This design comes from an exercise in tuning for small area and a short achievable clock period on the open sky130 flow, not from production work.
Only simulation tests tie the RTL to the original design; equivalence was not proved.
Power and IR drop assume default switching activity.

==> flow/design.v <==
module hybrid_pwm_sd_2ndorder #(parameter signalwidth=16)
(
	input clk,
	input reset_n,
	input [signalwidth-1:0] d,
	output q
);
reg [4:0]  pc;        
reg        q_r;       
reg [22:0] w;         
reg [17:0] p;
reg [17:0] r;
reg        m;         
reg        c16_r;     
reg [15:0] dreg;      
reg [6:0]  th;        
reg [10:0] ep;        
reg        f31, f0, f1, f2, f3, f5, f7, f8;    
wire c16;
carry16 u_c16 (.a(p[15:0]), .b(d), .c(c16));
wire [17:0] b_oth = ({18{f2}} & {2'b0, dreg})
                  | ({18{f3 | f5}} & ({7'b0, ep} ^ {18{f3}}))
                  | ({18{f7}} & {2'b0, r[17:2]})
                  | ({18{f8}} & ~{2'b0, p[17:2]});
wire [7:0] wu;
wire [17:0] b_op = f31 ? ~{1'b0, wu, w[15:7]} : b_oth;
wire cin = f3 | f7 | (f31 & (q_r | ~&w[6:0])) | (f8 & ~|p[1:0]);
wire [17:0] sum;
wire [17:0] sa_p = p ^ b_op;
wire [17:0] sa_g = p & b_op;
wire sa_g1 = sa_g[0] | (sa_p[0] & cin);
wire sa_p1 = sa_p[0] & 1'b0;
wire sa_g2 = sa_g[2] | (sa_p[2] & sa_g[1]);
wire sa_p2 = sa_p[2] & sa_p[1];
wire sa_g3 = sa_g[4] | (sa_p[4] & sa_g[3]);
wire sa_p3 = sa_p[4] & sa_p[3];
wire sa_g4 = sa_g[6] | (sa_p[6] & sa_g[5]);
wire sa_p4 = sa_p[6] & sa_p[5];
wire sa_g5 = sa_g[8] | (sa_p[8] & sa_g[7]);
wire sa_p5 = sa_p[8] & sa_p[7];
wire sa_g6 = sa_g[10] | (sa_p[10] & sa_g[9]);
wire sa_p6 = sa_p[10] & sa_p[9];
wire sa_g7 = sa_g[12] | (sa_p[12] & sa_g[11]);
wire sa_p7 = sa_p[12] & sa_p[11];
wire sa_g8 = sa_g[14] | (sa_p[14] & sa_g[13]);
wire sa_p8 = sa_p[14] & sa_p[13];
wire sa_g9 = sa_g[16] | (sa_p[16] & sa_g[15]);
wire sa_p9 = sa_p[16] & sa_p[15];
wire sa_g10 = sa_g2 | (sa_p2 & sa_g1);
wire sa_p10 = sa_p2 & sa_p1;
wire sa_g11 = sa_g4 | (sa_p4 & sa_g3);
wire sa_p11 = sa_p4 & sa_p3;
wire sa_g12 = sa_g6 | (sa_p6 & sa_g5);
wire sa_p12 = sa_p6 & sa_p5;
wire sa_g13 = sa_g8 | (sa_p8 & sa_g7);
wire sa_p13 = sa_p8 & sa_p7;
wire sa_g14 = sa_g11 | (sa_p11 & sa_g10);
wire sa_p14 = sa_p11 & sa_p10;
wire sa_g15 = sa_g13 | (sa_p13 & sa_g12);
wire sa_p15 = sa_p13 & sa_p12;
wire sa_g16 = sa_g15 | (sa_p15 & sa_g14);
wire sa_p16 = sa_p15 & sa_p14;
wire sa_g17 = sa_g12 | (sa_p12 & sa_g14);
wire sa_p17 = sa_p12 & sa_p14;
wire sa_g18 = sa_g3 | (sa_p3 & sa_g10);
wire sa_p18 = sa_p3 & sa_p10;
wire sa_g19 = sa_g5 | (sa_p5 & sa_g14);
wire sa_p19 = sa_p5 & sa_p14;
wire sa_g20 = sa_g7 | (sa_p7 & sa_g17);
wire sa_p20 = sa_p7 & sa_p17;
wire sa_g21 = sa_g9 | (sa_p9 & sa_g16);
wire sa_p21 = sa_p9 & sa_p16;
wire sa_g22 = sa_g[1] | (sa_p[1] & sa_g1);
wire sa_p22 = sa_p[1] & sa_p1;
wire sa_g23 = sa_g[3] | (sa_p[3] & sa_g10);
wire sa_p23 = sa_p[3] & sa_p10;
wire sa_g24 = sa_g[5] | (sa_p[5] & sa_g18);
wire sa_p24 = sa_p[5] & sa_p18;
wire sa_g25 = sa_g[7] | (sa_p[7] & sa_g14);
wire sa_p25 = sa_p[7] & sa_p14;
wire sa_g26 = sa_g[9] | (sa_p[9] & sa_g19);
wire sa_p26 = sa_p[9] & sa_p19;
wire sa_g27 = sa_g[11] | (sa_p[11] & sa_g17);
wire sa_p27 = sa_p[11] & sa_p17;
wire sa_g28 = sa_g[13] | (sa_p[13] & sa_g20);
wire sa_p28 = sa_p[13] & sa_p20;
wire sa_g29 = sa_g[15] | (sa_p[15] & sa_g16);
wire sa_p29 = sa_p[15] & sa_p16;
wire sa_g30 = sa_g[17] | (sa_p[17] & sa_g21);
wire sa_p30 = sa_p[17] & sa_p21;
assign sum = sa_p ^ {sa_g21, sa_g29, sa_g16, sa_g28, sa_g20, sa_g27, sa_g17, sa_g26, sa_g19, sa_g25, sa_g14, sa_g24, sa_g18, sa_g23, sa_g10, sa_g22, sa_g1, cin};
wire [4:0] pc_next = pc + 5'd1;
wire m_new   = r[17] ^ (r[16] & c16_r);
wire m_eff   = f1 ? m_new : m;
wire q_gen   = th[6] ? m_eff : ({1'b0, pc_next} < th[5:0]);
wire q_last  = sum[17] ? m : (sum[16:11] != 6'd0);
wire q_oth   = f31 ? q_last : f0 ? (th[5:1] != 5'd0) : q_gen;
wire sel_m   = f0 & th[6];
wire q_c1    = sel_m ? (p[17] ^ p[16]) : q_oth;
wire q_c0    = sel_m ? p[17] : q_oth;
wire q_next;
mux2x u_qsel (.s(c16), .a1(q_c1), .a0(q_c0), .y(q_next));
wire [22:0] w_next;
assign wu = {1'b0, w[22:16]} + {7'b0, q_r};
wire [22:0] wb = {{7{~q_r | wu[7]}}, ~wu[6:0], ~w[15:7]};
wire wci = q_r ? (w[6:0] == 7'd0) : 1'b1;
wire [22:0] wa_p = w ^ wb;
wire [22:0] wa_g = w & wb;
wire wa_g1 = wa_g[0] | (wa_p[0] & wci);
wire wa_p1 = wa_p[0] & 1'b0;
wire wa_g2 = wa_g[2] | (wa_p[2] & wa_g[1]);
wire wa_p2 = wa_p[2] & wa_p[1];
wire wa_g3 = wa_g[4] | (wa_p[4] & wa_g[3]);
wire wa_p3 = wa_p[4] & wa_p[3];
wire wa_g4 = wa_g[6] | (wa_p[6] & wa_g[5]);
wire wa_p4 = wa_p[6] & wa_p[5];
wire wa_g5 = wa_g[8] | (wa_p[8] & wa_g[7]);
wire wa_p5 = wa_p[8] & wa_p[7];
wire wa_g6 = wa_g[10] | (wa_p[10] & wa_g[9]);
wire wa_p6 = wa_p[10] & wa_p[9];
wire wa_g7 = wa_g[12] | (wa_p[12] & wa_g[11]);
wire wa_p7 = wa_p[12] & wa_p[11];
wire wa_g8 = wa_g[14] | (wa_p[14] & wa_g[13]);
wire wa_p8 = wa_p[14] & wa_p[13];
wire wa_g9 = wa_g[16] | (wa_p[16] & wa_g[15]);
wire wa_p9 = wa_p[16] & wa_p[15];
wire wa_g10 = wa_g[18] | (wa_p[18] & wa_g[17]);
wire wa_p10 = wa_p[18] & wa_p[17];
wire wa_g11 = wa_g[20] | (wa_p[20] & wa_g[19]);
wire wa_p11 = wa_p[20] & wa_p[19];
wire wa_g12 = wa_g[22] | (wa_p[22] & wa_g[21]);
wire wa_p12 = wa_p[22] & wa_p[21];
wire wa_g13 = wa_g2 | (wa_p2 & wa_g1);
wire wa_p13 = wa_p2 & wa_p1;
wire wa_g14 = wa_g4 | (wa_p4 & wa_g3);
wire wa_p14 = wa_p4 & wa_p3;
wire wa_g15 = wa_g6 | (wa_p6 & wa_g5);
wire wa_p15 = wa_p6 & wa_p5;
wire wa_g16 = wa_g8 | (wa_p8 & wa_g7);
wire wa_p16 = wa_p8 & wa_p7;
wire wa_g17 = wa_g10 | (wa_p10 & wa_g9);
wire wa_p17 = wa_p10 & wa_p9;
wire wa_g18 = wa_g12 | (wa_p12 & wa_g11);
wire wa_p18 = wa_p12 & wa_p11;
wire wa_g19 = wa_g14 | (wa_p14 & wa_g13);
wire wa_p19 = wa_p14 & wa_p13;
wire wa_g20 = wa_g16 | (wa_p16 & wa_g15);
wire wa_p20 = wa_p16 & wa_p15;
wire wa_g21 = wa_g18 | (wa_p18 & wa_g17);
wire wa_p21 = wa_p18 & wa_p17;
wire wa_g22 = wa_g20 | (wa_p20 & wa_g19);
wire wa_p22 = wa_p20 & wa_p19;
wire wa_g23 = wa_g21 | (wa_p21 & wa_g22);
wire wa_p23 = wa_p21 & wa_p22;
wire wa_g24 = wa_g15 | (wa_p15 & wa_g19);
wire wa_p24 = wa_p15 & wa_p19;
wire wa_g25 = wa_g17 | (wa_p17 & wa_g22);
wire wa_p25 = wa_p17 & wa_p22;
wire wa_g26 = wa_g3 | (wa_p3 & wa_g13);
wire wa_p26 = wa_p3 & wa_p13;
wire wa_g27 = wa_g5 | (wa_p5 & wa_g19);
wire wa_p27 = wa_p5 & wa_p19;
wire wa_g28 = wa_g7 | (wa_p7 & wa_g24);
wire wa_p28 = wa_p7 & wa_p24;
wire wa_g29 = wa_g9 | (wa_p9 & wa_g22);
wire wa_p29 = wa_p9 & wa_p22;
wire wa_g30 = wa_g11 | (wa_p11 & wa_g25);
wire wa_p30 = wa_p11 & wa_p25;
wire wa_g31 = wa_g[1] | (wa_p[1] & wa_g1);
wire wa_p31 = wa_p[1] & wa_p1;
wire wa_g32 = wa_g[3] | (wa_p[3] & wa_g13);
wire wa_p32 = wa_p[3] & wa_p13;
wire wa_g33 = wa_g[5] | (wa_p[5] & wa_g26);
wire wa_p33 = wa_p[5] & wa_p26;
wire wa_g34 = wa_g[7] | (wa_p[7] & wa_g19);
wire wa_p34 = wa_p[7] & wa_p19;
wire wa_g35 = wa_g[9] | (wa_p[9] & wa_g27);
wire wa_p35 = wa_p[9] & wa_p27;
wire wa_g36 = wa_g[11] | (wa_p[11] & wa_g24);
wire wa_p36 = wa_p[11] & wa_p24;
wire wa_g37 = wa_g[13] | (wa_p[13] & wa_g28);
wire wa_p37 = wa_p[13] & wa_p28;
wire wa_g38 = wa_g[15] | (wa_p[15] & wa_g22);
wire wa_p38 = wa_p[15] & wa_p22;
wire wa_g39 = wa_g[17] | (wa_p[17] & wa_g29);
wire wa_p39 = wa_p[17] & wa_p29;
wire wa_g40 = wa_g[19] | (wa_p[19] & wa_g25);
wire wa_p40 = wa_p[19] & wa_p25;
wire wa_g41 = wa_g[21] | (wa_p[21] & wa_g30);
wire wa_p41 = wa_p[21] & wa_p30;
assign w_next = wa_p ^ {wa_g41, wa_g30, wa_g40, wa_g25, wa_g39, wa_g29, wa_g38, wa_g22, wa_g37, wa_g28, wa_g36, wa_g24, wa_g35, wa_g27, wa_g34, wa_g19, wa_g33, wa_g26, wa_g32, wa_g13, wa_g31, wa_g1, wci};
always @(posedge clk)
begin
	c16_r <= c16;
	if (f0)
		dreg <= d;
end
always @(posedge clk)
begin
	if (!reset_n) begin
		pc   <= 5'd30;
		q_r  <= 1'b0;
		w    <= 23'h7f0000;
		p    <= 18'h2fffd;
		r    <= 18'h18000;
		m    <= 1'b1;
		th   <= 7'd0;
		ep   <= 11'd0;
		{f31, f0, f1, f2, f3, f5, f7, f8} <= 8'b00000000;
	end else begin
		pc  <= pc_next;
		q_r <= q_next;
		w   <= w_next;
		p   <= r;
		r   <= sum;
		{f31, f0, f1, f2, f3, f5, f7, f8} <= {pc == 5'd30, f31, f0, f1, f2, pc == 5'd4, pc == 5'd6, f7};
		if (f1)
			m <= m_new;
		if (f31)
			th <= sum[17:11];
		if (f3)
			ep <= p[10:0];
	end
end
assign q = q_r;
endmodule
module carry16 (input [15:0] a, input [15:0] b, output c);
wire [15:0] g0 = a & b;
wire [15:0] p0 = a | b;
wire [7:0] g1, p1;
wire [3:0] g2, p2;
wire [1:0] g3, p3;
genvar i;
generate
	for (i = 0; i < 8; i = i + 1) begin : l1
		assign g1[i] = g0[2*i+1] | (p0[2*i+1] & g0[2*i]);
		assign p1[i] = p0[2*i+1] & p0[2*i];
	end
	for (i = 0; i < 4; i = i + 1) begin : l2
		assign g2[i] = g1[2*i+1] | (p1[2*i+1] & g1[2*i]);
		assign p2[i] = p1[2*i+1] & p1[2*i];
	end
	for (i = 0; i < 2; i = i + 1) begin : l3
		assign g3[i] = g2[2*i+1] | (p2[2*i+1] & g2[2*i]);
		assign p3[i] = p2[2*i+1] & p2[2*i];
	end
endgenerate
assign c = g3[1] | (p3[1] & g3[0]);
endmodule
module mux2x (input s, input a1, input a0, output y);
assign y = s ? a1 : a0;
endmodule
==> flow/flow/run.sh <==
#!/bin/bash
# Standard ORFS layout (standard.sh) with three changes: timing repair is
# asked to leave extra setup margin so that the layout runs well faster than
# the clock, the ports get small buffers, and adders are left to ABC instead
# of being mapped to full/half-adder cells (registers are unchanged).
set -euo pipefail
bash standard.sh SETUP_SLACK_MARGIN=8.1 "BUFFER_PORTS_ARGS=-buffer_cell sky130_fd_sc_hd__buf_2" ADDER_MAP_FILE= finish > flow_make.log 2>&1
==> flow/standard.sh <==
#!/bin/bash
# synth_recipe.tcl (not shown) runs the flow's synth.tcl, then flattens the netlist and writes it again
# the make line also repeats each setting of config.mk as NAME=value (left out here)
make -C /OpenROAD-flow-scripts/flow DESIGN_CONFIG=/design/flow/config.mk WORK_HOME=/design/flow/orfs CLKGATE_MAP_FILE= SYNTH_SCRIPT=/design/flow/synth_recipe.tcl "${@:-finish}"
==> flow/config.mk <==
export PLATFORM = sky130hd
export DESIGN_NAME = hybrid_pwm_sd_2ndorder
export DESIGN_NICKNAME = hybrid_pwm_sd_2ndorder
export VERILOG_FILES = /design/flow/design.v
export SDC_FILE = /design/flow/constraint.sdc
export NUM_CORES = 4
export LEC_CHECK = 0
export ABC_AREA = 1
export CAP_MARGIN = 20
export CORE_MARGIN = 2
export CORE_UTILIZATION = 40
export CTS_BUF_LIST = sky130_fd_sc_hd__clkbuf_8
export SLEW_MARGIN = 20
export SYNTH_HIERARCHICAL = 1
==> flow/constraint.sdc <==
create_clock -name core_clock -period 11.0 [get_ports {clk}]
set_input_delay 2.2000 -clock core_clock [delete_from_list [all_inputs] [get_ports {clk}]]
set_output_delay 2.2000 -clock core_clock [all_outputs]
set_load 0.01 [all_outputs]
==> metrics.log, run 1 <==
INFO  metric nets = 1,007
INFO  metric wl_per_cell = 13.0 um
INFO  metric clk_sinks = 109
INFO  metric via_count_of_the_first_global_routing_pass = 5,081
INFO  metric die_height = 130 um
INFO  metric hold-path-endpoint = p[0]$_SDFF_PN1_
INFO  metric wl_met1 = 8.01 mm
INFO  metric relSlewSlack = 62.5%
INFO  metric clock_tree.buffer_depth = 2
INFO  metric post_route_cells_drive_above_1_share = 15.5%
INFO  metric worst_skew_pair.late_latency = 0.40 ns
INFO  metric highest_count_cells_in_the_layout_ignoring_fill_and_taps = sky130_fd_sc_hd__nand2_1 (291), sky130_fd_sc_hd__inv_1 (125), sky130_fd_sc_hd__nor2_1 (106)
INFO  metric placed_cells = 1,177
INFO  metric largest_family_of_logic_cells_by_synthesized_area = simple AND/OR/NAND/NOR gates
INFO  metric count_of_filler_cells_inserted_in_the_layout = 1,617
INFO  metric required = 8.80 ns
INFO  metric synth_top_cell_by_area = sky130_fd_sc_hd__dfxtp_1
INFO  metric synth_area = 0.00632 sq mm
INFO  metric setup-tns-final = 0 ns
INFO  metric timing.hold.worst_path_depth = 1
INFO  metric via_count = 5,840
INFO  metric combinational_group_share_of_total_power = 44.9%
INFO  metric first_pass_iters = 5
INFO  metric dieArea = 0.0168 sq mm
INFO  metric clock_skew = 0.0103 ns
INFO  metric worstSetupPathType = reg -> out
INFO  metric rows = 45
INFO  metric hp-start = r[0]$_SDFF_PN0_
INFO  metric global_route.overflow_total = 0
INFO  metric crit_chain = buf_6
INFO  metric die_w = 130 um
INFO  metric period_share = 28.2%
INFO  metric syn_to_final_growth = 10.6%
INFO  metric synth_edf_count = 16
INFO  metric count_of_endpoints_failing_setup_in_the_final_report = 0
INFO  metric route.final.wire_length = 15.6 mm
INFO  metric r2r-start = q_r$_SDFF_PN0_
INFO  metric portion_of_netlist_area_occupied_by_mux_cells = 0%
INFO  metric place_congestion = 0.898
INFO  metric ff2ff_path_depth = 23
INFO  metric num_antenna_cells = 0
INFO  metric reg2reg_to = q_r$_SDFF_PN0_
INFO  metric met3RoutedLength = 485 um
INFO  metric synth_simple_gate_area_share = 39.2%
INFO  metric period_minus_slack = 3.10 ns
INFO  metric min_path_type = reg -> reg
INFO  metric cp_top_delay_family = flip-flops
INFO  metric path_buf_inv = 1
INFO  metric 1st_iter_drt_viols = 391
INFO  metric kind_of_launch_point_of_the_worst_setup_path = register
INFO  metric ant_nets = 0
INFO  metric cts_root_buffer = sky130_fd_sc_hd__clkbuf_8
INFO  metric synth_area_leaders = sky130_fd_sc_hd__dfxtp_1 (29%), sky130_fd_sc_hd__nand2_1 (18%), sky130_fd_sc_hd__edfxtp_1 (7.6%), sky130_fd_sc_hd__inv_1 (7.5%), sky130_fd_sc_hd__nor2_1 (6.5%)
INFO  metric synth_adder_area_share = 0%
INFO  metric fin_total_pwr = 1460 uW
INFO  metric worst-path-stages = 1
INFO  metric grt_max_degree = 53
INFO  metric power_switching = 653 uW
INFO  metric setup.reg_to_reg.worst_slack = 8.15 ns
INFO  metric cp_capture_type = output port
INFO  metric grt_use_total = 19.1%
INFO  metric remaining_drc_errors = 0
INFO  metric io-pin-count = 19
INFO  metric synth.distinct_cells = 52
INFO  metric cp_max_stage_cell = sky130_fd_sc_hd__dfxtp_4
INFO  metric slew_violations = 0
INFO  metric core = 0.0153 sq mm
INFO  metric syn_nets = 987
INFO  metric vias_per_cell = 4.85
INFO  metric buffer_ports.inserted = 18
INFO  metric grt_pass1_wl = 25.2 mm
INFO  metric maxCapViolations = 0
INFO  metric synth_flop_cell = sky130_fd_sc_hd__dfxtp_1
INFO  metric fmaxAchievable = 0.323 GHz
INFO  metric p_clk_share = 16.0%
INFO  metric ys_ff_latch = 109
INFO  metric seq_total_area_yosys = 37.1%
INFO  metric vdd_ir_drop_max = 0.118 mV
INFO  metric critical_path.startpoint = q_r$_SDFF_PN0_
INFO  metric crit_fanout = 2
INFO  metric rsz_0062_raised_after_global_routing = yes
INFO  metric tritoncts_buffers = 9
INFO  metric met2WireLength = 6.93 mm
INFO  metric avgSynthCellArea = 6.52 sq um
INFO  metric tritoncts = yes
INFO  metric top_layer = met4
INFO  metric ys_warns = 7
INFO  metric layoutNonFillerInstCount = 1,205
INFO  metric syn-instance-count = 969
INFO  metric synth_largest_type_area_fraction = 29.5%
INFO  metric dpl.hpwl = 11.0 mm
INFO  metric switching_share = 44.8%
INFO  metric pwr-share-seq = 39.2%
INFO  metric cellPowerDensity = 208 mW/mm^2
INFO  metric power.leakage = 0.00349 uW
INFO  metric status = finished clean
INFO  metric data_arrival_time_of_the_critical_path = 0.90 ns
INFO  metric mostFrequentLayoutCell = sky130_fd_sc_hd__nand2_1
INFO  metric hold_violations = 0
INFO  metric htreeDepth = 3
INFO  metric worst_pin_slew = 0.562 ns
INFO  metric intPower = 805 uW
INFO  metric initial_core_util = 41.3%
INFO  metric ys_async_sr_fraction = 0%
INFO  metric synth-compound-area-share = 11.6%
INFO  metric cts.clk_slew.worst_paths = 0.10 ns
INFO  metric critPathMaxStageDelay = 0.38 ns
INFO  metric antenna_found_initial = 0
INFO  metric synth-xor-area-share = 1.37%
## metal layers
metal  global-route usage, %  vias to the layer above
li1                        -                     3128
met2                    29.9                       75
met1                    27.0                     2619
met5                       0                        -
met4                    6.33                        0
met3                    3.08                       18
## flip-flops by register name (all words and copies together), names as in the netlist
signal,count
f3,1
r,18
f2,1
p,18
pc,5
ep,11
f5,1
c16_r,1
f31,1
th,7
f8,1
f0,1
q_r,1
dreg,16
m,1
f7,1
f1,1
w,23
## cells by family (layout without fill, tap and decap cells)
kind of cell / after synthesis / count (layout)
flip-flops: 109 / 109
XOR/XNOR: 9 / 9
AND/OR/NAND/NOR: 562 / 562
buffers and inverters: 163 / 188
AO/OA/AOI/OAI: 126 / 126
## layout make-up
class | count | area (sq um) | share of cell area (%)
inverter | 139 | 537 | 7.68
clock inverter | 6 | 38.8 | 0.555
timing repair buffer | 32 | 263 | 3.76
multi-input combinational | 697 | 3370 | 48.3
timing repair inverter | 1 | 5.00 | 0.0716
tap | 211 | 264 | 3.78
clock buffer | 10 | 138 | 1.97
sequential | 109 | 2370 | 33.9
## power groups by stage
stage | clock network, uW | logic, uW | registers, uW
6_report | 233 | 654 | 571
5_1_grt | 254 | 753 | 583
4_1_cts | 239 | 619 | 573
3_5_place_dp | 0 | 611 | 583
3_3_place_gp | 0 | 608 | 583
2_1_floorplan | 0 | 509 | 550
## cells in the mapped netlist, drive strengths merged (5+ instances only)
master   number
o21ai        46
nand3        68
o2111ai       5
xor2          7
buf          13
a21oi        49
inv         137
edfxtp       16
nor3         14
nand4        13
nor2        114
clkbuf       11
o211ai        9
dfxtp        93
nand2       325
or2          21
## metrics by stage
step           worst slack, ns  cell area [sq um]  hold WS, ns  utilization (%)
6_report                  7.90               6990        0.422             45.6
5_1_grt                   7.87               6990        0.445             45.6
4_1_cts                   7.89               6760        0.426             44.1
3_5_place_dp              7.26               6540        0.401             42.7
3_3_place_gp              7.26               6540        0.395             42.7
2_1_floorplan             8.00               6340        0.390                -
## worst max path at each step
stage | to
final | q
after global routing | q_r$_SDFF_PN0_
after CTS | q
after detailed placement | m$_SDFF_PN1_
after global placement | m$_SDFF_PN1_
after floorplan | q_r$_SDFF_PN0_
## Yosys stat by module, one instance, submodules excluded
module / cell area, sq um / times used
carry16: 270 / 1
hybrid_pwm_sd_2ndorder: 6030 / 1
mux2x: 15.0 / 1
## what timing repair did
item	in CTS	in global routing
resized for setup	13	40
cloned	0	2
endpoints found under the setup margin	51	11
setup buffers	1	8
pin swaps	0	2
hold buffers	0	0
==> run 2: changes to the inputs <==
--- a/flow/config.mk
+++ b/flow/config.mk
@@ -10,5 +10,6 @@
 export CORE_MARGIN = 2
 export CORE_UTILIZATION = 40
 export CTS_BUF_LIST = sky130_fd_sc_hd__clkbuf_8
+export GPL_TIMING_DRIVEN = 0
 export SLEW_MARGIN = 20
 export SYNTH_HIERARCHICAL = 1
==> run 2 against run 1 <==
Net effect: highest routed layer unchanged; non-clock buffer count is 15 higher; utilization rose by 0.66 points; power is 2.4% higher; critical path type unchanged; maximum frequency is 2.5% lower.
==> metrics.log, run 2 <==
INFO  metric status = finished clean
INFO  metric intPower = 836 uW (+3.9%)
INFO  metric syn_nets = 987 (unchanged)
INFO  metric highest_count_cells_in_the_layout_ignoring_fill_and_taps = sky130_fd_sc_hd__nand2_1 (288), sky130_fd_sc_hd__inv_1 (125), sky130_fd_sc_hd__nor2_1 (107)
INFO  metric avgSynthCellArea = 6.52 sq um (unchanged)
INFO  metric pwr-share-seq = 38.2% (-1.0 points)
INFO  metric crit_fanout = 2 (unchanged)
INFO  metric top_register_by_number_of_flip_flops = w
INFO  metric ys_ff_latch = 109 (unchanged)
INFO  metric wl_per_cell = 13.5 um (+3.6%)
INFO  metric tritoncts_buffers = 9 (unchanged)
INFO  metric dieArea = 0.0168 sq mm (unchanged)
INFO  metric finalHoldWorstSlack = 0.420 ns (-0.00210 ns)
INFO  metric place_congestion = 0.842 (-6.2%)
INFO  metric nets = 1,021 (+1.4%)
INFO  metric vdd_ir_drop_max = 0.0809 mV (-31%)
INFO  metric vias_per_cell = 4.81 (-0.74%)
INFO  metric num_antenna_cells = 0 (unchanged)
INFO  metric first_pass_iters = 5 (unchanged)
INFO  metric ant_nets = 0 (unchanged)
INFO  metric clock_tree.buffer_depth = 2 (unchanged)
INFO  metric dpl.hpwl = 12.3 mm (+12%)
INFO  metric seq_total_area_yosys = 37.1% (unchanged)
INFO  metric die_w = 130 um (unchanged)
INFO  metric synth_largest_type_area_fraction = 29.5% (unchanged)
INFO  metric largest_register_ff_count = 23 (unchanged)
INFO  metric synth_top_cell_by_area = sky130_fd_sc_hd__dfxtp_1
INFO  metric buffer_ports.inserted = 17 (-1)
INFO  metric period_minus_slack = 3.18 ns (+0.0798 ns)
INFO  metric synthTopCellsByCount = sky130_fd_sc_hd__nand2_1 (301), sky130_fd_sc_hd__inv_1 (126), sky130_fd_sc_hd__nor2_1 (109)
INFO  metric power.leakage = 0.00354 uW (+1.4%)
INFO  metric count_of_filler_cells_inserted_in_the_layout = 1,652 (+2.2%)
INFO  metric initial_core_util = 41.3% (unchanged)
INFO  metric via_count_of_the_first_global_routing_pass = 5,363 (+5.6%)
INFO  metric route.final.wire_length = 16.4 mm (+4.8%)
INFO  metric clock_skew = 0.00945 ns (-0.000834 ns)
INFO  metric post_route_cells_drive_above_1_share = 16.0% (+0.48 points)
INFO  metric final_cell_area = 0.00709 sq mm (+1.5%)
INFO  metric cts_root_buffer = sky130_fd_sc_hd__clkbuf_8
INFO  metric mostFrequentLayoutCell = sky130_fd_sc_hd__nand2_1
INFO  metric tritoncts = yes
INFO  metric io-pin-count = 19 (unchanged)
INFO  metric core = 0.0153 sq mm (unchanged)
INFO  metric worstSetupPathType = reg -> out
INFO  metric cts.clk_slew.worst_paths = 0.10 ns (about the same)
INFO  metric synth_flop_cell = sky130_fd_sc_hd__dfxtp_1
INFO  metric synth_area_leaders = sky130_fd_sc_hd__dfxtp_1 (29%), sky130_fd_sc_hd__nand2_1 (18%), sky130_fd_sc_hd__edfxtp_1 (7.6%), sky130_fd_sc_hd__inv_1 (7.5%), sky130_fd_sc_hd__nor2_1 (6.5%)
INFO  metric ys_warns = 7 (unchanged)
INFO  metric cp_capture_type = output port
INFO  metric rsz_0062_raised_after_global_routing = yes
INFO  metric combinational_group_share_of_total_power = 45.2% (+0.3 points)
INFO  metric required = 8.80 ns (about the same)
INFO  metric synth.distinct_cells = 52 (unchanged)
INFO  metric min_path_type = reg -> reg
INFO  metric cts_hold_bufs = 0 (unchanged)
INFO  metric synth_edf_count = 16 (unchanged)
INFO  metric htreeDepth = 3 (unchanged)
INFO  metric grt_use_total = 20.4% (+1.2 points)
INFO  metric die_height = 130 um (unchanged)
INFO  metric p_clk_share = 16.6% (+0.6 points)
INFO  metric via_count = 5,864 (+0.41%)
INFO  metric multiInputGateArea = 0.00341 sq mm (+1.1%)
INFO  metric kind_of_launch_point_of_the_worst_setup_path = register
INFO  metric grt_pass1_wl = 26.5 mm (+5.4%)
INFO  metric remaining_drc_errors = 0 (unchanged)
INFO  metric rows = 45 (unchanged)
INFO  metric cellPowerDensity = 211 mW/mm^2 (+0.97%)
INFO  metric clk_sinks = 109 (unchanged)
INFO  metric maxCapViolations = 0 (unchanged)
INFO  metric layoutNonFillerInstCount = 1,219 (+1.2%)
INFO  metric synth_area = 0.00632 sq mm (unchanged)
INFO  metric placed_area = 0.00669 sq mm (+2.3%)
INFO  metric syn_to_final_growth = 12.2%
INFO  metric grt_max_degree = 22 (-58%)
INFO  metric data_arrival_time_of_the_critical_path = 0.98 ns (+0.08 ns)
INFO  metric slew_violations = 0 (unchanged)
INFO  metric relSlewSlack = 53.0% (-9.5 points)
INFO  metric global_route.overflow_total = 0 (unchanged)
INFO  metric antenna_found_initial = 0 (unchanged)
INFO  metric fmaxAchievable = 0.315 GHz (-2.5%)
INFO  metric seq_area = 0.00235 sq mm (-0.69%)
INFO  metric worst_skew_pair.late_latency = 0.38 ns (-0.02 ns)
INFO  metric syn-instance-count = 969 (unchanged)
INFO  metric placed_cells = 1,197 (+1.7%)
INFO  metric period_share = 28.9% (+0.73 points)
INFO  metric switching_share = 44.0% (-0.78 points)
INFO  metric setup-tns-final = 0 ns (unchanged)
INFO  metric worst_pin_slew = 0.705 ns (+0.143 ns)
INFO  metric ys_async_sr_fraction = 0% (unchanged)
INFO  metric reg.largest.list = w: 23 flops, p: 18 flops, r: 18 flops
INFO  metric 1st_iter_drt_viols = 285 (-27%)
INFO  metric synth_most_common_cell = sky130_fd_sc_hd__nand2_1
INFO  metric count_of_endpoints_failing_setup_in_the_final_report = 0 (unchanged)
INFO  metric power_switching = 657 uW (+0.66%)
INFO  metric hold_violations = 0 (unchanged)
## run 2: through the flow
step                      total power (uW)  worst slack (ns)  util, %
after global routing                  1630              7.79     46.3
after detailed placement              1200              7.58     43.7
after global placement                1200              7.58     43.7
final                                 1490              7.82     46.3
after CTS                             1470              7.91     45.4
after floorplan                       1060              8.00        -
## run 2: timing repair
| item | CTS | global route |
|---|---|---|
| gates cloned | 0 | 0 |
| setup endpoints to repair | 2 | 11 |
| pin swaps | 3 | 6 |
| resized for setup | 21 | 28 |
| buffers inserted | 2 | 4 |
## run 2: critical path, stage by stage (launching register included)
cell and delay (ns):
sky130_fd_sc_hd__dfxtp_4 0.37, sky130_fd_sc_hd__buf_12 0.12, sky130_fd_sc_hd__buf_6 0.11
## run 2: metal layers
metal / wire length (um) / vias up / GRT usage [%]
met1: 8040 / 2625 / 27.3
met4: 225 / 0 / 4.68
met5: 0 / - / 0
met3: 580 / 16 / 3.81
met2: 7560 / 83 / 34.2
li1: - / 3140 / -
## run 2: kinds of logic after synthesis
logic type	after synthesis	share of synthesized area, %
simple gates	562	39.2
buf+inv	163	10.8
compound gates	126	11.6
flops	109	37.1
xor+xnor	9	1.37
## run 2: per-module statistics from Yosys, one instance, submodules excluded
module	times used	area [sq um]	flops+latches	cells inside
hybrid_pwm_sd_2ndorder	1	6030	109	904
carry16	1	270	0	61
mux2x	1	15.0	0	4
## run 2: layout make-up
type / count / area share, %
Multi-Input combinational cell: 697 / 48.1
Clock inverter: 6 / 0.759
Buffer: 24 / 2.68
Sequential cell: 109 / 33.2
Tap cell: 211 / 3.72
Timing Repair Buffer: 23 / 2.15
Inverter: 139 / 7.43
Clock buffer: 10 / 1.94
## run 2: final timing paths
check | cells past startpoint | startpoint | end | slack (ns)
worst max-delay path | 2 | q_r$_SDFF_PN0_ | q | 7.82
worst min-delay path | 1 | r[0]$_SDFF_PN0_ | p[0]$_SDFF_PN1_ | 0.42
worst max register to register | 27 | q_r$_SDFF_PN0_ | q_r$_SDFF_PN0_ | 8.07
worst min register to register | 1 | r[0]$_SDFF_PN0_ | p[0]$_SDFF_PN1_ | 0.42
## run 2: power groups by stage
| stage | registers [uW] | clock network (uW) | logic (uW) |
|---|---|---|---|
| 2_1_floorplan | 550 | 0 | 509 |
| 3_3_place_gp | 578 | 0 | 619 |
| 3_5_place_dp | 579 | 0 | 625 |
| 4_1_cts | 569 | 255 | 644 |
| 5_1_grt | 583 | 269 | 776 |
| 6_report | 571 | 248 | 674 |
==> run 3: changes to the inputs <==
--- a/flow/config.mk
+++ b/flow/config.mk
@@ -8,8 +8,7 @@
 export ABC_AREA = 1
 export CAP_MARGIN = 20
 export CORE_MARGIN = 2
-export CORE_UTILIZATION = 40
+export CORE_UTILIZATION = 60
 export CTS_BUF_LIST = sky130_fd_sc_hd__clkbuf_8
-export GPL_TIMING_DRIVEN = 0
 export SLEW_MARGIN = 20
 export SYNTH_HIERARCHICAL = 1
==> run 3 against run 2 <==
Net effect: critical path depth decreased by 1; wire length shrank 3.0%; area after synthesis stayed put; power up 1.0%; utilization grew 22 points; register-to-register slack got worse by 0.02 ns; largest cell class unchanged; largest power group unchanged.
==> metrics.log, run 3 <==
INFO  metric status = finished clean
INFO  metric period_share = 27.9% (-1.0 points)
INFO  metric count_of_filler_cells_inserted_in_the_layout = 916 (-45%)
INFO  metric synth_edf_count = 16 (unchanged)
INFO  metric tritoncts_buffers = 9 (unchanged)
INFO  metric seq_total_area_yosys = 37.1% (unchanged)
INFO  metric relSlewSlack = 29.8% (-23 points)
INFO  metric critPathMaxStageDelay = 0.37 ns (about the same)
INFO  metric die_w = 107 um (-18%)
INFO  metric crit_chain = buf_6
INFO  metric worstSetupPathType = reg -> out
INFO  metric layoutNonFillerInstCount = 1,136 (-6.8%)
INFO  metric r2r-start = f31$_SDFF_PN0_
INFO  metric grt_max_degree = 53 (+140%)
INFO  metric grt_use_total = 28.0% (+7.7 points)
INFO  metric critical_path.startpoint = q_r$_SDFF_PN0_
INFO  metric synth-compound-area-share = 11.6% (unchanged)
INFO  metric p_clk_share = 15.0% (-1.6 points)
INFO  metric ys_warns = 7 (unchanged)
INFO  metric combinational_group_share_of_total_power = 47.0% (+1.8 points)
INFO  metric path_buf_inv = 1 (-1)
INFO  metric tritoncts = yes
INFO  metric highest_count_cells_in_the_layout_ignoring_fill_and_taps = sky130_fd_sc_hd__nand2_1 (284), sky130_fd_sc_hd__inv_1 (124), sky130_fd_sc_hd__nor2_1 (107)
INFO  metric synth_simple_gate_area_share = 39.2% (unchanged)
INFO  metric 1st_iter_drt_viols = 513 (+80%)
INFO  metric synth_flop_cell = sky130_fd_sc_hd__dfxtp_1
INFO  metric rsz_0062_raised_after_global_routing = yes
INFO  metric avgSynthCellArea = 6.52 sq um (unchanged)
INFO  metric seq_area = 0.00237 sq mm (+0.53%)
INFO  metric initial_core_util = 61.5% (+20 points)
INFO  metric antenna_found_initial = 0 (unchanged)
INFO  metric fmaxAchievable = 0.326 GHz (+3.6%)
INFO  metric ys_async_sr_fraction = 0% (unchanged)
INFO  metric globalRouteMet3Util = 5.23% (+1.4 points)
INFO  metric finalHoldWorstSlack = 0.427 ns (+0.00767 ns)
INFO  metric synth_largest_type_area_fraction = 29.5% (unchanged)
INFO  metric reg.largest.list = w: 23 flops, p: 18 flops, r: 18 flops
INFO  metric globalRouteMet2Util = 48.2% (+14 points)
INFO  metric synthTopCellsByCount = sky130_fd_sc_hd__nand2_1 (301), sky130_fd_sc_hd__inv_1 (126), sky130_fd_sc_hd__nor2_1 (109)
INFO  metric wl_per_cell = 14.0 um (+4.1%)
INFO  metric multiInputGateArea = 0.00344 sq mm (+0.88%)
INFO  metric switching_share = 45.2% (+1.2 points)
INFO  metric cts.clk_slew.worst_paths = 0.10 ns (about the same)
INFO  metric place_congestion = 0.933 (+11%)
INFO  metric core = 0.0103 sq mm (-33%)
INFO  metric synth-xor-area-share = 1.37% (unchanged)
INFO  metric synth_top_cell_by_area = sky130_fd_sc_hd__dfxtp_1
INFO  metric synth_area_leaders = sky130_fd_sc_hd__dfxtp_1 (29%), sky130_fd_sc_hd__nand2_1 (18%), sky130_fd_sc_hd__edfxtp_1 (7.6%), sky130_fd_sc_hd__inv_1 (7.5%), sky130_fd_sc_hd__nor2_1 (6.5%)
INFO  metric vdd_ir_drop_max = 0.143 mV (+77%)
INFO  metric synth_most_common_cell = sky130_fd_sc_hd__nand2_1
INFO  metric cp_capture_type = output port
INFO  metric largest_family_of_logic_cells_by_synthesized_area = simple AND/OR/NAND/NOR gates
INFO  metric clk_sinks = 109 (unchanged)
INFO  metric cp_max_stage_cell = sky130_fd_sc_hd__dfxtp_4
INFO  metric setup-tns-final = 0 ns (unchanged)
INFO  metric placed_cells = 1,100 (-8.1%)
INFO  metric clock_tree.buffer_depth = 2 (unchanged)
INFO  metric portion_of_netlist_area_occupied_by_mux_cells = 0% (unchanged)
INFO  metric vias_per_cell = 5.40 (+12%)
INFO  metric worst_pin_slew = 1.05 ns (+0.347 ns)
INFO  metric slew_violations = 0 (unchanged)
INFO  metric power_switching = 681 uW (+3.6%)
INFO  metric ys_ff_latch = 109 (unchanged)
INFO  metric globalRouteMet1Util = 35.0% (+7.8 points)
INFO  metric synth_adder_area_share = 0% (unchanged)
INFO  metric maxCapViolations = 0 (unchanged)
INFO  metric num_antenna_cells = 0 (unchanged)
INFO  metric syn-instance-count = 969 (unchanged)
INFO  metric dieArea = 0.0114 sq mm (-32%)
INFO  metric global_route.overflow_total = 0 (unchanged)
INFO  metric crit_fanout = 2 (unchanged)
INFO  metric io-pin-count = 19 (unchanged)
INFO  metric hp-start = r[0]$_SDFF_PN0_
INFO  metric cp_top_delay_family = flip-flops
INFO  metric htreeDepth = 3 (unchanged)
INFO  metric route.final.wire_length = 15.9 mm (-3.0%)
INFO  metric power.leakage = 0.00355 uW (+0.24%)
INFO  metric post_route_cells_drive_above_1_share = 16.9% (+0.93 points)
INFO  metric largest_register_ff_count = 23 (unchanged)
INFO  metric cellPowerDensity = 215 mW/mm^2 (+2.0%)
INFO  metric mostFrequentLayoutCell = sky130_fd_sc_hd__nand2_1
INFO  metric first_pass_iters = 8 (+3)
INFO  metric count_of_endpoints_failing_setup_in_the_final_report = 0 (unchanged)
INFO  metric min_path_type = reg -> reg
INFO  metric die_height = 107 um (-18%)
INFO  metric buffer_ports.inserted = 18 (+1)
INFO  metric rows = 37 (-18%)
INFO  metric kind_of_launch_point_of_the_worst_setup_path = register
INFO  metric syn_to_final_growth = 11.1%
INFO  metric cts_root_buffer = sky130_fd_sc_hd__clkbuf_8
INFO  metric grt-busiest-layer = met2
INFO  metric syn_nets = 987 (unchanged)
INFO  metric ant_nets = 0 (unchanged)
INFO  metric remaining_drc_errors = 0 (unchanged)
INFO  metric hold_violations = 0 (unchanged)
INFO  metric grt_pass1_wl = 25.4 mm (-4.1%)
INFO  metric synth.distinct_cells = 52 (unchanged)
INFO  metric synth_area = 0.00632 sq mm (unchanged)
INFO  metric clock_skew = 0.00867 ns (-0.000774 ns)
INFO  metric pwr-share-seq = 38.0% (-0.2 points)
INFO  metric data_arrival_time_of_the_critical_path = 0.87 ns (-0.11 ns)
INFO  metric intPower = 827 uW (-1.1%)
INFO  metric required = 8.80 ns (about the same)
INFO  metric via_count = 6,139 (+4.7%)
INFO  metric nets = 1,013 (-0.78%)
INFO  metric period_minus_slack = 3.07 ns (-0.111 ns)
INFO  metric via_count_of_the_first_global_routing_pass = 5,729 (+6.8%)
INFO  metric top_register_by_number_of_flip_flops = w
INFO  metric worst_skew_pair.late_latency = 0.38 ns (about the same)
INFO  metric dpl.hpwl = 11.0 mm (-11%)
## run 3: logic make-up (layout without fill, tap and decap cells)
group / after synthesis / in the layout
simple gates: 562 / 562
flops: 109 / 109
xor+xnor: 9 / 9
compound gates: 126 / 126
buf+inv: 163 / 194
## run 3: final cells by class
cell class	count	area share, %
Clock buffer	10	1.96
Tap cell	136	2.42
Sequential cell	109	33.7
Inverter	139	7.70
Multi-Input combinational cell	697	49.0
Timing Repair Buffer	39	4.65
Clock inverter	6	0.535
## run 3: metal layers
| layer | up-vias | part of all wire [%] |
|---|---|---|
| met5 | - | 0 |
| met4 | 0 | 2.2 |
| met3 | 32 | 6.3 |
| met2 | 182 | 47 |
| met1 | 2809 | 44 |
| li1 | 3116 | - |
## run 3: what timing repair did
item                                    CTS  global route
hold buffers                              0             0
pin swaps                                 1            13
cloned                                    1             1
endpoints found under the setup margin   67            17
gates resized for setup                  26            44
buffers inserted                          5            13
## run 3: stage by stage
stage          area, sq um  utilization (%)  worst slack [ns]  power [uW]
6_report              7020             68.3              7.93        1510
3_3_place_gp          6430             62.6              7.00        1170
2_1_floorplan         6340                -              8.00        1060
3_5_place_dp          6430             62.6              6.95        1200
5_1_grt               7020             68.3              7.85        1630
4_1_cts               6750             65.7              7.92        1440
## run 3: modules after synthesis (local to each module, per instance)
module	times used	cell area, sq um
carry16	1	270
hybrid_pwm_sd_2ndorder	1	6030
mux2x	1	15.0
## run 3: path summary, 6_finish.rpt
path / to / slack (ns) / depth (start not counted)
worst min register to register: p[0]$_SDFF_PN1_ / 0.43 / 1
worst min-delay path: p[0]$_SDFF_PN1_ / 0.43 / 1
worst max-delay path: q / 7.93 / 1
worst max register to register: q_r$_SDFF_PN0_ / 8.05 / 26
## run 3: power by group through the flow
| stage | combinational (uW) | clock, uW | sequential (uW) |
|---|---|---|---|
| after global placement | 596 | 0 | 577 |
| after floorplan | 509 | 0 | 550 |
| after global routing | 804 | 246 | 584 |
| after detailed placement | 620 | 0 | 579 |
| after CTS | 639 | 233 | 568 |
| final | 709 | 226 | 573 |
==> run 4: changes to the inputs <==
--- a/flow/design.v
+++ b/flow/design.v
@@ -7,6 +7,7 @@
 );
 reg [4:0]  pc;        
 reg        q_r;       
+reg        q_o;       
 reg [22:0] w;         
 reg [17:0] p;
 reg [17:0] r;
@@ -200,6 +201,7 @@
 	if (!reset_n) begin
 		pc   <= 5'd30;
 		q_r  <= 1'b0;
+		q_o  <= 1'b1;
 		w    <= 23'h7f0000;
 		p    <= 18'h2fffd;
 		r    <= 18'h18000;
@@ -210,6 +212,7 @@
 	end else begin
 		pc  <= pc_next;
 		q_r <= q_next;
+		q_o <= q_next;
 		w   <= w_next;
 		p   <= r;
 		r   <= sum;
@@ -222,7 +225,7 @@
 			ep <= p[10:0];
 	end
 end
-assign q = q_r;
+assign q = q_o;
 endmodule
 module carry16 (input [15:0] a, input [15:0] b, output c);
 wire [15:0] g0 = a & b;
--- a/flow/config.mk
+++ b/flow/config.mk
@@ -8,7 +8,7 @@
 export ABC_AREA = 1
 export CAP_MARGIN = 20
 export CORE_MARGIN = 2
-export CORE_UTILIZATION = 60
+export CORE_UTILIZATION = 40
 export CTS_BUF_LIST = sky130_fd_sc_hd__clkbuf_8
 export SLEW_MARGIN = 20
 export SYNTH_HIERARCHICAL = 1
==> run 4 against run 3 <==
Net effect: still clean on timing, DRC and antenna; cell count rose by 7.1%; first-iteration DRC count shrank 19%; design area up 4.9%; non-clock buffer count is 2 higher; area after synthesis down 0.44%; clock-buffer cell count did not move; worst setup slack better by 0.036 ns; critical path depth did not move; wire length down 1.7%; largest cell class unchanged; largest power group unchanged; highest routed layer unchanged.
==> metrics.log, run 4 <==
INFO  metric synth_area = 0.00629 sq mm (-0.44%)
INFO  metric worst_skew_pair.late_latency = 0.39 ns (about the same)
INFO  metric period_share = 27.5% (-0.33 points)
INFO  metric rows = 45 (+22%)
INFO  metric placed_cells = 1,181 (+7.4%)
INFO  metric ys_ff_latch = 110 (+0.92%)
INFO  metric synth_edf_count = 16 (unchanged)
INFO  metric kind_of_launch_point_of_the_worst_setup_path = register
INFO  metric data_arrival_time_of_the_critical_path = 0.83 ns (-0.04 ns)
INFO  metric die_w = 129 um (+21%)
INFO  metric relSlewSlack = 73.7% (+44 points)
INFO  metric core = 0.0153 sq mm (+49%)
INFO  metric num_antenna_cells = 0 (unchanged)
INFO  metric syn-instance-count = 972 (+0.31%)
INFO  metric dpl.hpwl = 10.9 mm (-1.1%)
INFO  metric syn_nets = 990 (+0.30%)
INFO  metric path_buf_inv = 1 (unchanged)
INFO  metric rsz_0062_raised_after_global_routing = yes
INFO  metric vdd_ir_drop_max = 0.0807 mV (-44%)
INFO  metric reg2reg_to = q_o$_SDFF_PN1_
INFO  metric timing.hold.worst_path_depth = 1 (unchanged)
INFO  metric synth_most_common_cell = sky130_fd_sc_hd__nand2_1
INFO  metric setup-tns-final = 0 ns (unchanged)
INFO  metric antenna_found_initial = 0 (unchanged)
INFO  metric avgSynthCellArea = 6.47 sq um (-0.74%)
INFO  metric worst-path-stages = 1 (unchanged)
INFO  metric largest_family_of_logic_cells_by_synthesized_area = simple AND/OR/NAND/NOR gates
INFO  metric crit_chain = buf_6
INFO  metric seq_area = 0.00239 sq mm (+0.85%)
INFO  metric htreeDepth = 3 (unchanged)
INFO  metric synth_largest_type_area_fraction = 29.9% (+0.45 points)
INFO  metric cp_top_delay_family = flip-flops
INFO  metric grt_max_degree = 54 (+1.9%)
INFO  metric initial_core_util = 41.1% (-20 points)
INFO  metric ys_async_sr_fraction = 0% (unchanged)
INFO  metric tritoncts_buffers = 9 (unchanged)
INFO  metric synth-compound-area-share = 11.7% (+0.051 points)
INFO  metric wl_per_cell = 12.9 um (-8.3%)
INFO  metric cp_capture_type = output port
INFO  metric synthTopCellsByCount = sky130_fd_sc_hd__nand2_1 (312), sky130_fd_sc_hd__inv_1 (122), sky130_fd_sc_hd__nor2_1 (108)
INFO  metric seq_total_area_yosys = 37.5% (+0.48 points)
INFO  metric power.leakage = 0.00365 uW (+2.9%)
INFO  metric buffer_ports.inserted = 18 (unchanged)
INFO  metric vias_per_cell = 4.84 (-10%)
INFO  metric die_height = 129 um (+21%)
INFO  metric cellPowerDensity = 216 mW/mm^2 (+0.39%)
INFO  metric min_path_type = reg -> reg
INFO  metric global_route.overflow_total = 0 (unchanged)
INFO  metric multiInputGateArea = 0.00353 sq mm (+2.5%)
INFO  metric ys_warns = 7 (unchanged)
INFO  metric clk_sinks = 110 (+0.92%)
INFO  metric required = 8.80 ns (about the same)
INFO  metric setup.reg_to_reg.worst_slack = 8.13 ns (+0.08 ns)
INFO  metric synth.distinct_cells = 49 (-5.8%)
INFO  metric hold-path-endpoint = p[0]$_SDFF_PN1_
INFO  metric hp-start = r[0]$_SDFF_PN0_
INFO  metric highest_count_cells_in_the_layout_ignoring_fill_and_taps = sky130_fd_sc_hd__nand2_1 (272), sky130_fd_sc_hd__inv_1 (119), sky130_fd_sc_hd__nor2_1 (103)
INFO  metric grt_pass1_wl = 24.6 mm (-3.2%)
INFO  metric maxCapViolations = 0 (unchanged)
INFO  metric reg.largest.list = w: 23 flops, p: 18 flops, r: 18 flops
INFO  metric clock_skew = 0.0101 ns (+0.00146 ns)
INFO  metric status = finished clean
INFO  metric synth_simple_gate_area_share = 39.1% (-0.087 points)
INFO  metric top_register_by_number_of_flip_flops = w
INFO  metric cp_max_stage_cell = sky130_fd_sc_hd__dfxtp_2
INFO  metric count_of_endpoints_failing_setup_in_the_final_report = 0 (unchanged)
INFO  metric synth_area_leaders = sky130_fd_sc_hd__dfxtp_1 (30%), sky130_fd_sc_hd__nand2_1 (19%), sky130_fd_sc_hd__edfxtp_1 (7.6%), sky130_fd_sc_hd__inv_1 (7.3%), sky130_fd_sc_hd__nor2_1 (6.4%)
INFO  metric dieArea = 0.0167 sq mm (+47%)
INFO  metric cts_root_buffer = sky130_fd_sc_hd__clkbuf_8
INFO  metric synth_flop_cell = sky130_fd_sc_hd__dfxtp_1
INFO  metric largest_register_ff_count = 23 (unchanged)
INFO  metric via_count = 5,894 (-4.0%)
INFO  metric finalHoldWorstSlack = 0.427 ns (-0.000482 ns)
INFO  metric worstSetupPathType = reg -> out
INFO  metric 1st_iter_drt_viols = 418 (-19%)
INFO  metric first_pass_iters = 5 (-3)
INFO  metric nets = 1,019 (+0.59%)
INFO  metric clock_tree.buffer_depth = 2 (unchanged)
INFO  metric cts_hold_bufs = 0 (unchanged)
INFO  metric mostFrequentLayoutCell = sky130_fd_sc_hd__nand2_1
INFO  metric worst_pin_slew = 0.391 ns (-0.661 ns)
INFO  metric ant_nets = 0 (unchanged)
INFO  metric io-pin-count = 19 (unchanged)
INFO  metric via_count_of_the_first_global_routing_pass = 5,139 (-10%)
INFO  metric remaining_drc_errors = 0 (unchanged)
INFO  metric synth_adder_area_share = 0% (unchanged)
INFO  metric critical_path.startpoint = q_o$_SDFF_PN1_
INFO  metric cts.clk_slew.worst_paths = 0.10 ns (about the same)
INFO  metric place_congestion = 0.867 (-7.1%)
INFO  metric synth-xor-area-share = 1.23% (-0.13 points)
INFO  metric tritoncts = yes
INFO  metric critPathMaxStageDelay = 0.33 ns (-0.04 ns)
INFO  metric syn_to_final_growth = 17.1%
INFO  metric count_of_filler_cells_inserted_in_the_layout = 1,602 (+75%)
INFO  metric fmaxAchievable = 0.330 GHz (+1.2%)
INFO  metric synth_top_cell_by_area = sky130_fd_sc_hd__dfxtp_1
INFO  metric grt_use_total = 18.8% (-9.3 points)
INFO  metric hold_violations = 0 (unchanged)
INFO  metric period_minus_slack = 3.03 ns (-0.0363 ns)
INFO  metric post_route_cells_drive_above_1_share = 19.8% (+2.9 points)
INFO  metric ff2ff_path_depth = 22 (-15%)
INFO  metric r2r-start = f3$_SDFF_PN0_
INFO  metric portion_of_netlist_area_occupied_by_mux_cells = 0% (unchanged)
INFO  metric crit_fanout = 1 (-1)
INFO  metric slew_violations = 0 (unchanged)
INFO  metric layoutNonFillerInstCount = 1,217 (+7.1%)
INFO  metric route.final.wire_length = 15.6 mm (-1.7%)
-- run 4: cell types whose count changed in the layout (fill, tap and decap cells not counted), sizes merged, moves of 2 or more --
| cell | previous run | this run |
|---|---|---|
| bufinv | 0 | 4 |
| buf | 37 | 40 |
| nand2 | 325 | 328 |
| clkinv | 4 | 2 |
| nand3 | 68 | 70 |
| xor2 | 7 | 5 |
-- run 4: how the worst max path moves through the flow --
stage	to	slack, ns
6_report	q	7.97
2_1_floorplan	q_o$_SDFF_PN1_	7.95
3_5_place_dp	m$_SDFF_PN1_	7.26
4_1_cts	q	7.93
5_1_grt	q_o$_SDFF_PN1_	7.88
3_3_place_gp	m$_SDFF_PN1_	7.26
-- run 4: stage by stage --
| step | area (sq um) | worst slack [ns] | total power, uW | util, % |
|---|---|---|---|---|
| floorplan | 6310 | 7.95 | 1060 | - |
| global placement | 6540 | 7.26 | 1190 | 42.7 |
| detailed placement | 6540 | 7.26 | 1190 | 42.7 |
| CTS | 6940 | 7.93 | 1530 | 45.3 |
| global route | 7370 | 7.88 | 1730 | 48.1 |
| finish | 7370 | 7.97 | 1590 | 48.1 |
-- run 4: final cells by class --
class                   instances  share of cell area, %
well taps                     211                   3.58
repair buffers                 41                   4.72
repair inverters                1                  0.153
clock buffers                  10                   1.87
clock inverters                 6                   1.78
flip-flops and latches        110                   32.4
inverters                     139                   7.61
multi-input cells             699                   47.9
-- run 4: metal layers --
layer / GRT usage [%] / part of all wire [%] / up-vias
met4: 6.64 / 1.5 / 0
li1: - / - / 3146
met1: 25.8 / 49 / 2640
met3: 2.31 / 4.1 / 13
met2: 30.5 / 45 / 95
met5: 0 / 0 / -
-- run 4: kinds of logic (layout without fill, tap and decap cells) --
family | Yosys count | in the layout
AO/OA/AOI/OAI | 126 | 126
buffers and inverters | 163 | 197
XOR/XNOR | 8 | 8
AND/OR/NAND/NOR | 565 | 565
flip-flops | 110 | 110
-- run 4: Yosys stat by module, one instance, submodules excluded --
module / cells / flip-flops and latches
hybrid_pwm_sd_2ndorder: 907 / 110
carry16: 61 / 0
mux2x: 4 / 0
-- run 4: timing repair --
action / 4_1_cts / 5_1_grt
pin swaps: 6 / 44
gates cloned: 0 / 2
buffers inserted: 7 / 11
setup endpoints to repair: 46 / 14
gates resized for setup: 29 / 89
-- run 4: where the power goes --
part / internal, uW / switching, uW
Clock: 180 / 142
Combinational: 247 / 443
Sequential: 490 / 85.8
Total: 917 / 671
==> run 5: changes to the inputs <==
--- a/flow/design.v
+++ b/flow/design.v
@@ -7,7 +7,6 @@
 );
 reg [4:0]  pc;        
 reg        q_r;       
-reg        q_o;       
 reg [22:0] w;         
 reg [17:0] p;
 reg [17:0] r;
@@ -201,7 +200,6 @@
 	if (!reset_n) begin
 		pc   <= 5'd30;
 		q_r  <= 1'b0;
-		q_o  <= 1'b1;
 		w    <= 23'h7f0000;
 		p    <= 18'h2fffd;
 		r    <= 18'h18000;
@@ -212,7 +210,6 @@
 	end else begin
 		pc  <= pc_next;
 		q_r <= q_next;
-		q_o <= q_next;
 		w   <= w_next;
 		p   <= r;
 		r   <= sum;
@@ -225,7 +222,7 @@
 			ep <= p[10:0];
 	end
 end
-assign q = q_o;
+assign q = q_r;
 endmodule
 module carry16 (input [15:0] a, input [15:0] b, output c);
 wire [15:0] g0 = a & b;
==> flow/flow/run.sh (replaced) <==
#!/bin/bash
# Standard ORFS layout (standard.sh) with three changes: timing repair is
# asked to leave extra setup margin so that the layout runs well faster than
# the clock, the ports get small buffers, and adders are left to ABC instead
# of being mapped to full/half-adder cells (registers are unchanged).
set -euo pipefail
bash standard.sh SETUP_SLACK_MARGIN=8.0 "BUFFER_PORTS_ARGS=-buffer_cell sky130_fd_sc_hd__buf_2" ADDER_MAP_FILE= finish > flow_make.log 2>&1
==> run 5 against run 4 <==
Net effect: sequential share of layout area up 0.58 points; wire length up 1.4%; maximum frequency down 2.0%; largest power group unchanged; combinational power down 2%; still clean on timing, DRC and antenna; critical endpoint unchanged; design area down 2.9%.
==> metrics.log, run 5 <==
INFO  metric top_register_by_number_of_flip_flops = w
INFO  metric count_of_endpoints_failing_setup_in_the_final_report = 0 (unchanged)
INFO  metric synth_area = 0.00632 sq mm (+0.44%)
INFO  metric period_share = 28.1% (+0.57 points)
INFO  metric synth_most_common_cell = sky130_fd_sc_hd__nand2_1
INFO  metric htreeDepth = 3 (unchanged)
INFO  metric setup-tns-final = 0 ns (unchanged)
INFO  metric syn_to_final_growth = 13.2%
INFO  metric path_buf_inv = 1 (unchanged)
INFO  metric critPathMaxStageDelay = 0.38 ns (+0.05 ns)
INFO  metric min_path_type = reg -> reg
INFO  metric data_arrival_time_of_the_critical_path = 0.89 ns (+0.06 ns)
INFO  metric seq_total_area_yosys = 37.1% (-0.48 points)
INFO  metric intPower = 838 uW (-8.6%)
INFO  metric power.leakage = 0.00356 uW (-2.5%)
INFO  metric tritoncts_buffers = 9 (unchanged)
INFO  metric clock_tree.buffer_depth = 2 (unchanged)
INFO  metric nets = 1,017 (-0.20%)
INFO  metric kind_of_launch_point_of_the_worst_setup_path = register
INFO  metric syn_nets = 987 (-0.30%)
INFO  metric antenna_found_initial = 0 (unchanged)
INFO  metric place_congestion = 0.821 (-5.4%)
INFO  metric rsz_0062_raised_after_global_routing = yes
INFO  metric clk_sinks = 109 (-0.91%)
INFO  metric 1st_iter_drt_viols = 300 (-28%)
INFO  metric crit_fanout = 2 (+1)
INFO  metric via_count_of_the_first_global_routing_pass = 5,313 (+3.4%)
INFO  metric status = finished clean
INFO  metric io-pin-count = 19 (unchanged)
INFO  metric combinational_group_share_of_total_power = 44.9% (+1.5 points)
INFO  metric num_antenna_cells = 0 (unchanged)
INFO  metric global_route.overflow_total = 0 (unchanged)
INFO  metric wl_per_cell = 13.1 um (+1.6%)
INFO  metric required = 8.80 ns (about the same)
INFO  metric remaining_drc_errors = 0 (unchanged)
INFO  metric core = 0.0153 sq mm (unchanged)
INFO  metric slew_violations = 0 (unchanged)
INFO  metric cp_max_stage_cell = sky130_fd_sc_hd__dfxtp_4
INFO  metric largest_register_ff_count = 23 (unchanged)
INFO  metric grt_pass1_wl = 25.7 mm (+4.3%)
INFO  metric ys_ff_latch = 109 (-0.91%)
INFO  metric crit_chain = buf_6
INFO  metric avgSynthCellArea = 6.52 sq um (+0.75%)
INFO  metric final_core_util = 46.7% (-1.4 points)
INFO  metric vdd_ir_drop_max = 0.110 mV (+36%)
INFO  metric synth_flop_cell = sky130_fd_sc_hd__dfxtp_1
INFO  metric hold_violations = 0 (unchanged)
INFO  metric cp_capture_type = output port
INFO  metric power_switching = 671 uW (about the same)
INFO  metric grt_max_degree = 53 (-1.9%)
INFO  metric reg.largest.list = w: 23 flops, p: 18 flops, r: 18 flops
INFO  metric ys_warns = 7 (unchanged)
INFO  metric worst_skew_pair.late_latency = 0.39 ns (about the same)
INFO  metric synthTopCellsByCount = sky130_fd_sc_hd__nand2_1 (301), sky130_fd_sc_hd__inv_1 (126), sky130_fd_sc_hd__nor2_1 (109)
INFO  metric synth_area_leaders = sky130_fd_sc_hd__dfxtp_1 (29%), sky130_fd_sc_hd__nand2_1 (18%), sky130_fd_sc_hd__edfxtp_1 (7.6%), sky130_fd_sc_hd__inv_1 (7.5%), sky130_fd_sc_hd__nor2_1 (6.5%)
INFO  metric period_minus_slack = 3.09 ns (+0.0630 ns)
INFO  metric relSlewSlack = 72.9% (-0.74 points)
INFO  metric ys_async_sr_fraction = 0% (unchanged)
INFO  metric fmaxAchievable = 0.323 GHz (-2.0%)
INFO  metric die_height = 130 um (+0.21%)
INFO  metric ant_nets = 0 (unchanged)
INFO  metric highest_count_cells_in_the_layout_ignoring_fill_and_taps = sky130_fd_sc_hd__nand2_1 (288), sky130_fd_sc_hd__inv_1 (123), sky130_fd_sc_hd__nor2_1 (108)
INFO  metric vias_per_cell = 4.80 (-0.99%)
INFO  metric synth.distinct_cells = 52 (+6.1%)
INFO  metric worstSetupPathType = reg -> out
INFO  metric pwr-share-seq = 37.9% (+1.7 points)
INFO  metric initial_core_util = 41.3% (+0.18 points)
INFO  metric synth_top_cell_by_area = sky130_fd_sc_hd__dfxtp_1
INFO  metric cts_root_buffer = sky130_fd_sc_hd__clkbuf_8
INFO  metric clock_skew = 0.0123 ns (+0.00215 ns)
INFO  metric p_clk_share = 17.2% (-3.1 points)
INFO  metric switching_share = 44.5% (+2.2 points)
INFO  metric tritoncts = yes
INFO  metric synth_edf_count = 16 (unchanged)
INFO  metric via_count = 5,826 (-1.2%)
INFO  metric cp_top_delay_family = flip-flops
INFO  metric die_w = 130 um (+0.21%)
INFO  metric first_pass_iters = 5 (unchanged)
INFO  metric maxCapViolations = 0 (unchanged)
INFO  metric fin_total_pwr = 1510 uW (-5.0%)
INFO  metric mostFrequentLayoutCell = sky130_fd_sc_hd__nand2_1
INFO  metric cellPowerDensity = 211 mW/mm^2 (-2.2%)
INFO  metric post_route_cells_drive_above_1_share = 16.6% (-3.1 points)
INFO  metric syn-instance-count = 969 (-0.31%)
INFO  metric buffer_ports.inserted = 18 (unchanged)
INFO  metric synth_largest_type_area_fraction = 29.5% (-0.45 points)
INFO  metric rows = 45 (unchanged)
INFO  metric worst_pin_slew = 0.402 ns (+0.0110 ns)
INFO  metric cts.clk_slew.worst_paths = 0.11 ns (about the same)
INFO  metric grt_use_total = 19.4% (+0.67 points)
INFO  metric dpl.hpwl = 11.1 mm (+2.1%)
INFO  metric route.final.wire_length = 15.9 mm (+1.4%)
INFO  metric dieArea = 0.0168 sq mm (+0.43%)
## run 5: changes by cell type in the layout (fill, tap and decap cells not counted), moves of 3 or more
cell | before | now
sky130_fd_sc_hd__inv_1 | 119 | 123
sky130_fd_sc_hd__nor2_1 | 103 | 108
sky130_fd_sc_hd__nand2_1 | 272 | 288
sky130_fd_sc_hd__nand2_4 | 11 | 5
sky130_fd_sc_hd__nor2_2 | 5 | 2
sky130_fd_sc_hd__inv_2 | 16 | 10
sky130_fd_sc_hd__nand2_2 | 45 | 32
sky130_fd_sc_hd__bufinv_16 | 4 | 1
## run 5: layout make-up
cell class	instances	area, sq um
tap	211	264
sequential	109	2360
inverter	139	551
fill	1612	8160
multi-input combinational	697	3420
clock buffer	9	124
timing repair buffer	43	354
clock inverter	7	78.8
## run 5: power groups by stage
stage | Sequential (uW) | Clock (uW) | Combinational, uW
global placement | 578 | 0 | 614
global route | 583 | 280 | 784
detailed placement | 579 | 0 | 617
CTS | 569 | 268 | 626
floorplan | 550 | 0 | 508
finish | 572 | 259 | 677
## run 5: logic make-up (layout without fill, tap and decap cells)
kind of cell	Yosys count	in the layout	synth area share, %
simple gates	562	562	39.2
compound gates	126	126	11.6
xor+xnor	9	9	1.37
flops	109	109	37.1
buf+inv	163	198	10.8
## run 5: metal layers
layer / up-vias / wire length, um / GRT usage, %
met5: - / 0 / 0
met4: 0 / 163 / 4.43
met2: 82 / 7140 / 31.6
li1: 3143 / - / -
met1: 2589 / 8000 / 26.8
met3: 12 / 566 / 3.85
## run 5: worst paths after layout
kind	startpoint	endpoint	slack, ns	depth (start not counted)
hold / removal	r[0]$_SDFF_PN0_	p[0]$_SDFF_PN1_	0.43	1
setup / recovery	q_r$_SDFF_PN0_	q	7.91	1
hold reg to reg	r[0]$_SDFF_PN0_	p[0]$_SDFF_PN1_	0.43	1
setup reg to reg	q_r$_SDFF_PN0_	q_r$_SDFF_PN0_	8.11	29
## run 5: per-module statistics from Yosys (local to each module, per instance)
module,cells inside,times used,area (sq um)
carry16,61,1,270
hybrid_pwm_sd_2ndorder,904,1,6030
mux2x,4,1,15.0
## run 5: stage by stage
stage	instances	area (sq um)	hold WS, ns	setup slack (ns)
floorplan	969	6320	0.390	7.98
global placement	1180	6560	0.410	7.11
detailed placement	1180	6560	0.403	7.08
CTS	1198	6820	0.436	7.89
global route	1215	7160	0.444	7.81
finish	1215	7160	0.430	7.91
## run 5: repair_timing
item                                    CTS  global route
resized for setup                        14            54
gates cloned                              0             1
endpoints found under the setup margin   37            18
setup buffers                             2            16
pin swaps                                 0            12
hold buffers                              0             0
## run 5: worst reg2reg max path: cells and delay by family (launching register included)
kind | cells | cell delay, ns
AND/OR/NAND/NOR | 21 | 1.63
buffers and inverters | 6 | 0.48
flip-flops | 1 | 0.39
AO/OA/AOI/OAI | 2 | 0.28

==> static timing again, ports no longer ideal <==
No port has a modelled driver above. Below, the same layouts with a new extraction and two added sets of constraints.
Step 1: set_driving_cell puts a clkbuf_16 on clk and a buf_2 on each other input, an assumption about the parent block.
Step 2 adds t to the input delays and takes it off the output delays; t is the mean of the earliest and latest rising clock arrival at the registers after step 1. Input paths then give back, and output paths get back, about the clock's delay inside the block.
Three values: ideal ports, drivers, drivers and shift; two values: the first two.
run | shift t [ns] | setup slack, ns | worst slew at a driven data input, ns | pins driven straight from the clock port
run 1 | 0.434 | 7.903 / 7.865 / 7.596 | 0.03 | 1
run 2 | 0.413 | 7.823 / 7.789 / 7.681 | 0.03 | 1
run 3 | 0.409 | 7.934 / 7.897 / 7.656 | 0.05 | 1
run 4 | 0.425 | 7.971 / 7.932 / 7.596 | 0.05 | 1
run 5 | 0.425 | 7.908 / 7.869 / 7.613 | 0.03 | 1
After both steps every run listed still meets setup and hold. The setup slack of run 4, which loses most, moves by -0.039 ns with the drivers and by -0.375 ns with both steps.
